This is an optimization exercise on Yosys and OpenROAD, whose aim is small area and a short achievable clock period, not a production implementation. The RTL was checked by simulation tests, not by an equivalence proof against the original design. Power and IR drop assume default switching activity.

==> flow/design.v <==
(*use_dsp="yes"*)module PE#(
    parameter DATA_WIDTH = 8,
    parameter SUM_WIDTH = 32
)(
    input [DATA_WIDTH-1:0] ifm_in,
    input [DATA_WIDTH-1:0] w_in,
    input clk,
    input rst_n,
    input done,
    output [DATA_WIDTH-1:0] ifm_pass,
    output [DATA_WIDTH-1:0] w_pass,
    output [SUM_WIDTH-1:0] psum_out
);
    reg [DATA_WIDTH-1:0] ifm_pass_r;
    reg [DATA_WIDTH-1:0] w_pass_r;
    wire [SUM_WIDTH-1:0] mul;
    reg [SUM_WIDTH-1:0] psum_out_r;
    assign ifm_pass = ifm_pass_r;
    assign w_pass = w_pass_r;
    assign psum_out = psum_out_r;
    assign mul =  w_in * ifm_in;
    always @(posedge clk or negedge rst_n) begin
        if(!rst_n) begin
            ifm_pass_r <= 0;
            w_pass_r <= 0;
            psum_out_r <= 0;
        end
        else begin
            ifm_pass_r <= ifm_in;
            w_pass_r <= w_in;
            case(done)
                1'b0 : psum_out_r <= psum_out_r + mul;
                1'b1 : psum_out_r <= mul;
                default : psum_out_r <= 0;
            endcase
        end
    end
endmodule
module PE_Array #(
    parameter DATA_WIDTH = 8,
    parameter ARRAY_SIZE = 4,
    parameter DIAG_NUM = 2 * ARRAY_SIZE - 1,
    parameter SUM_WIDTH = 32
)(
    input [ARRAY_SIZE*DATA_WIDTH-1:0] ifm_in,
    input [ARRAY_SIZE*DATA_WIDTH-1:0] w_in,
    input clk,
    input rst_n,
    input [DIAG_NUM-1:0] done,
    output [ARRAY_SIZE*DATA_WIDTH-1:0] ifm_pass,
    output [ARRAY_SIZE*DATA_WIDTH-1:0] w_pass,
    output [ARRAY_SIZE*ARRAY_SIZE*SUM_WIDTH-1:0] psum_out
);
    wire [DATA_WIDTH-1:0] ifm_wire [0:ARRAY_SIZE-1][0:ARRAY_SIZE];
    wire [DATA_WIDTH-1:0] w_wire [0:ARRAY_SIZE][0:ARRAY_SIZE-1];
    generate
        for(genvar i=0; i<ARRAY_SIZE; i=i+1) begin : input_connections
            assign ifm_wire[i][0] = ifm_in[DATA_WIDTH*i +: DATA_WIDTH];
            assign w_wire[0][i] = w_in[DATA_WIDTH*i +: DATA_WIDTH];
        end
    endgenerate
    generate
        for(genvar i=0; i<ARRAY_SIZE; i=i+1) begin : output_connections
            assign ifm_pass[DATA_WIDTH*i +: DATA_WIDTH] = ifm_wire[i][ARRAY_SIZE];
            assign w_pass[DATA_WIDTH*i +: DATA_WIDTH] = w_wire[ARRAY_SIZE][i];
        end
    endgenerate
    generate
        for(genvar i=0;i<ARRAY_SIZE;i=i+1) begin : row_gen
            for(genvar j=0;j<ARRAY_SIZE;j=j+1) begin : col_gen
                PE #(
                .DATA_WIDTH(DATA_WIDTH),
                .SUM_WIDTH(SUM_WIDTH)
                )Processing_Element(
                .ifm_in(ifm_wire[i][j]),
                .w_in(w_wire[i][j]),
                .clk(clk),
                .rst_n(rst_n),
                .done(done[i+j]),
                .ifm_pass(ifm_wire[i][j+1]),
                .w_pass(w_wire[i+1][j]),
                .psum_out(psum_out[SUM_WIDTH*(i*ARRAY_SIZE+j) +: SUM_WIDTH])
                );
            end
        end
    endgenerate
endmodule
==> flow/run.sh <==
#!/bin/bash
# synth_recipe.tcl (not shown) runs the flow's synth.tcl, then flattens the netlist and writes it again
# the make line also repeats each setting of config.mk as NAME=value (left out here)
make -C /OpenROAD-flow-scripts/flow DESIGN_CONFIG=/design/flow/config.mk WORK_HOME=/design/flow/orfs CLKGATE_MAP_FILE= SYNTH_SCRIPT=/design/flow/synth_recipe.tcl finish
==> flow/config.mk <==
export PLATFORM = sky130hd
export DESIGN_NAME = PE_Array
export DESIGN_NICKNAME = PE_Array
export VERILOG_FILES = /design/flow/design.v
export SDC_FILE = /design/flow/constraint.sdc
export NUM_CORES = 4
export LEC_CHECK = 0
export CAP_MARGIN = 20
export CORE_MARGIN = 2
export CORE_UTILIZATION = 40
export SETUP_SLACK_MARGIN = 0.2
export SLEW_MARGIN = 20
==> flow/constraint.sdc <==
create_clock -name core_clock -period 7.0 [get_ports {clk}]
set_input_delay 1.4000 -clock core_clock [delete_from_list [all_inputs] [get_ports {clk}]]
set_output_delay 1.4000 -clock core_clock [all_outputs]
set_load 0.01 [all_outputs]
==> notes.md <==
[registers in the layout, summed over array words and instances, names as in the netlist]
register,cells
row_gen.col_gen.Processing_Element.psum_out_r,512
row_gen.col_gen.Processing_Element.ifm_pass_r,128
row_gen.col_gen.Processing_Element.w_pass_r,128
[power by group]
part / switching, W / total (W) / internal (W)
clock network: 0.00223 / 0.00564 / 0.00340
registers: 0.000912 / 0.00633 / 0.00541
logic: 0.0162 / 0.0307 / 0.0145
[layout make-up]
type	instances	area share [%]
multi-input combinational	5956	56.2
sequential	768	21.5
timing repair buffer	1088	11.1
inverter	888	3.74
clock buffer	142	3.38
tap	2370	3.32
clock inverter	46	0.655
antenna	8	0.0224
[stage by stage]
| step | util [%] | std cells | TNS (ns) | power (W) | cell area, um^2 |
|---|---|---|---|---|---|
| 5_1_grt | 49.3 | 11300 | 0 | 0.0467 | 89200 |
| 6_report | 49.3 | 11300 | 0 | 0.0427 | 89200 |
| 3_5_place_dp | 47.2 | 11100 | -32.75 | 0.0367 | 85500 |
| 4_1_cts | 49.2 | 11300 | 0 | 0.0428 | 89100 |
| 3_3_place_gp | 47.2 | 11100 | -26.57 | 0.0363 | 85500 |
| 2_1_floorplan | - | 7721 | 0 | 0.0268 | 73100 |
[repair_timing]
action / CTS / global route
gates resized for setup: 0 / 45
setup buffers: 0 / 2
setup endpoints to repair: 0 / 113
[logic make-up (layout without fill, tap and decap cells)]
group	after synthesis	in the layout	share of synthesized area (%)
AND/OR/NAND/NOR	2440	2440	17.4
adder cells (fa/ha/maj)	1456	1456	31.0
AO/OA/AOI/OAI	1405	1405	12.1
buffers and inverters	997	2164	5.13
flip-flops	768	768	26.3
XOR/XNOR	576	576	6.91
multiplexers	79	79	1.21
other	0	8	0
[metal layers]
metal  vias to the layer above  part of all wire [%]  track usage, %
met5                         -                 0.090               0
met1                     28800                    43            27.9
li1                      28000                     -               -
met4                        26                   3.2            7.31
met2                      1163                    49            38.0
met3                       303                   5.0            3.62
[layout by cell type, fill, tap and decap left out, types with 49 or more instances in the layout]
cell type        count
or3_1               49
ha_1               864
and3_1              66
nor3_1              62
nand3_1            148
o21a_1              58
mux2_2              74
fa_1               592
dfrtp_1            763
nor2_1             433
clkbuf_16          105
o21bai_1            63
buf_4              436
nand2_1            542
and2_1             909
xnor2_1            302
inv_1              886
xor2_1             272
clkdlybuf4s50_1    627
o21ai_0            343
nand4_1             70
a21o_1             188
a21oi_1            430
[how the worst max path moves through the flow]
| stage | end | cells after the start |
|---|---|---|
| after CTS | flip-flop | 25 |
| after floorplan | flip-flop | 24 |
| after global placement | flip-flop | 25 |
| after detailed placement | flip-flop | 25 |
| after global routing | flip-flop | 25 |
| final | flip-flop | 25 |
[critical path: stages]
cell and delay, ns:
clkdlybuf4s50_1 0.57, nand2_1 0.10, fa_1 0.49, fa_1 0.49
inv_1 0.05, fa_1 0.48, inv_1 0.05, fa_1 0.48
inv_1 0.04, ha_1 0.30, a21oi_1 0.17, o22ai_1 0.13
nor3_2 0.17, o21bai_2 0.12, a311oi_2 0.26, o21bai_1 0.12
xnor2_1 0.15, ha_1 0.34, nand2_1 0.08, o21ai_2 0.16
o21bai_1 0.13, o41a_1 0.22, or4b_1 0.46, xor2_1 0.14
nor2_1 0.05
==> metrics.cfg <==
[worst_setup_path]
path_max_fanout=5
r2r_setup_slack_ns=0.54
required_ns=7.59
critical_path_class=in -> reg
ff2ff_path_depth=24
critical_path_arrival_ns=7.15
startpoint_type=input pin
end_kind=flip-flop
critPathLaunch=w_in[25]

[yosys]
ys_seq_area_share_pct=26.3
yosys-top-cells-area=dfrtp_1 26%, fa_1 16%, ha_1 15%, and2_1 7.8%, inv_1 4.6%
ys_ff_latch=768
syn_inst=7721
synth_area_per_cell_um2=9.46
synth_common_cells=909 x and2_1, 886 x inv_1, 864 x ha_1
synth_warnings=2
synth_fp_nets=9250
synthArstFlopShare_pct=100
synthDistinctLibCells=97
synth_edf_count=0
synth_top_area_share_pct=26.3
yosysTopAreaCell=dfrtp_1
synth-main-ff-cell=dfrtp_1
yosys.cell_count.top_type=and2_1
netlist_area_mm2=0.0731

[timing]
skew_ns=0.0224
rsz0062_at_grt=true
slew_headroom_pct=28.5
drv_slew=0
setup_violations=0
hold_viol=0
timing.final.crit_share_pct=93.8
fmax_mhz=152
tightest_slew_ns=1.07
fin_crit_ns=6.56
timing.hold.ws_ns=0.536
setup_slack_ns=0.435

[global_route]
grt_pass1_vias=60700
overflow=0
grt_usage_pct=22.0
grt_pass1_wl_mm=331
grt_max_degree=144
antenna_found_initial=24

[routing]
totalWireLength_mm=204
first_pass_iters=5
wire_per_inst_um=18.1
vias_per_cell=5.17
drc=0
num_vias=58300
antenna_left=0
drt-initial-drc-count=2683

[floorplan]
io_pins=649
die_area_mm2=0.186
rows=156
core_area_mm2=0.181
dieWidth_um=431
initial_core_util_pct=40.3
die_h_um=431

[placement]
dpl.hpwl_mm=162
gp_congestion=0.899
place_ws_ns=-0.537
port_buffers=648

[clocking]
cts_tree=done
cts_inserted_buffers=101
cts-root-buf=clkbuf_16
htreeDepth=3
cts.sinks=768
clkLatencyLatePin_ns=0.74
clk_pin_slew_ns=0.06
clockBufferDepth=3
cts_hold_buffers=0

[pwr]
ir_drop_v=0.000329
powerDensity_mw_per_mm2=478
power_leakage_nw=43.4

[final_layout]
final_nets=10300
regArea_mm2=0.0192
multiInputGateArea_mm2=0.0502
drive_above_1_share_pct=8.73
areaGrowthSynthToFinish_pct=22.1
fillers=16800

[worst_hold_path]
hold_depth=2
hold_path.class=reg -> reg

[status]
outcome=no timing/DRC/antenna violations

[run]
cap_violations=0

==> separate check: timing with driven ports <==
In the flow no input, the clock included, has a driving cell. The finished layout below was timed again as built, in two steps.
Step 1 assumes that a clkbuf_16 drives the clock port and a buf_2 every other input.
Step 2 moves the port delays by t, midway between the first and last clock arrival at a register: inputs arrive t later, outputs are due t later. That takes back most of the time a late clock gives input paths.
Slacks: ideal ports / drivers / drivers and shift; pairs: ideal ports / drivers.
t (ns): 0.814
setup slack, ns: 0.435 / 0.454 / -0.360
slew at the worst register clock pin (ns): 0.07 / 0.07
With both steps, setup timing fails in this run, where it was met with ideal ports. For this run, drivers alone change the setup slack by +0.019 ns; drivers and shift together by -0.795 ns.
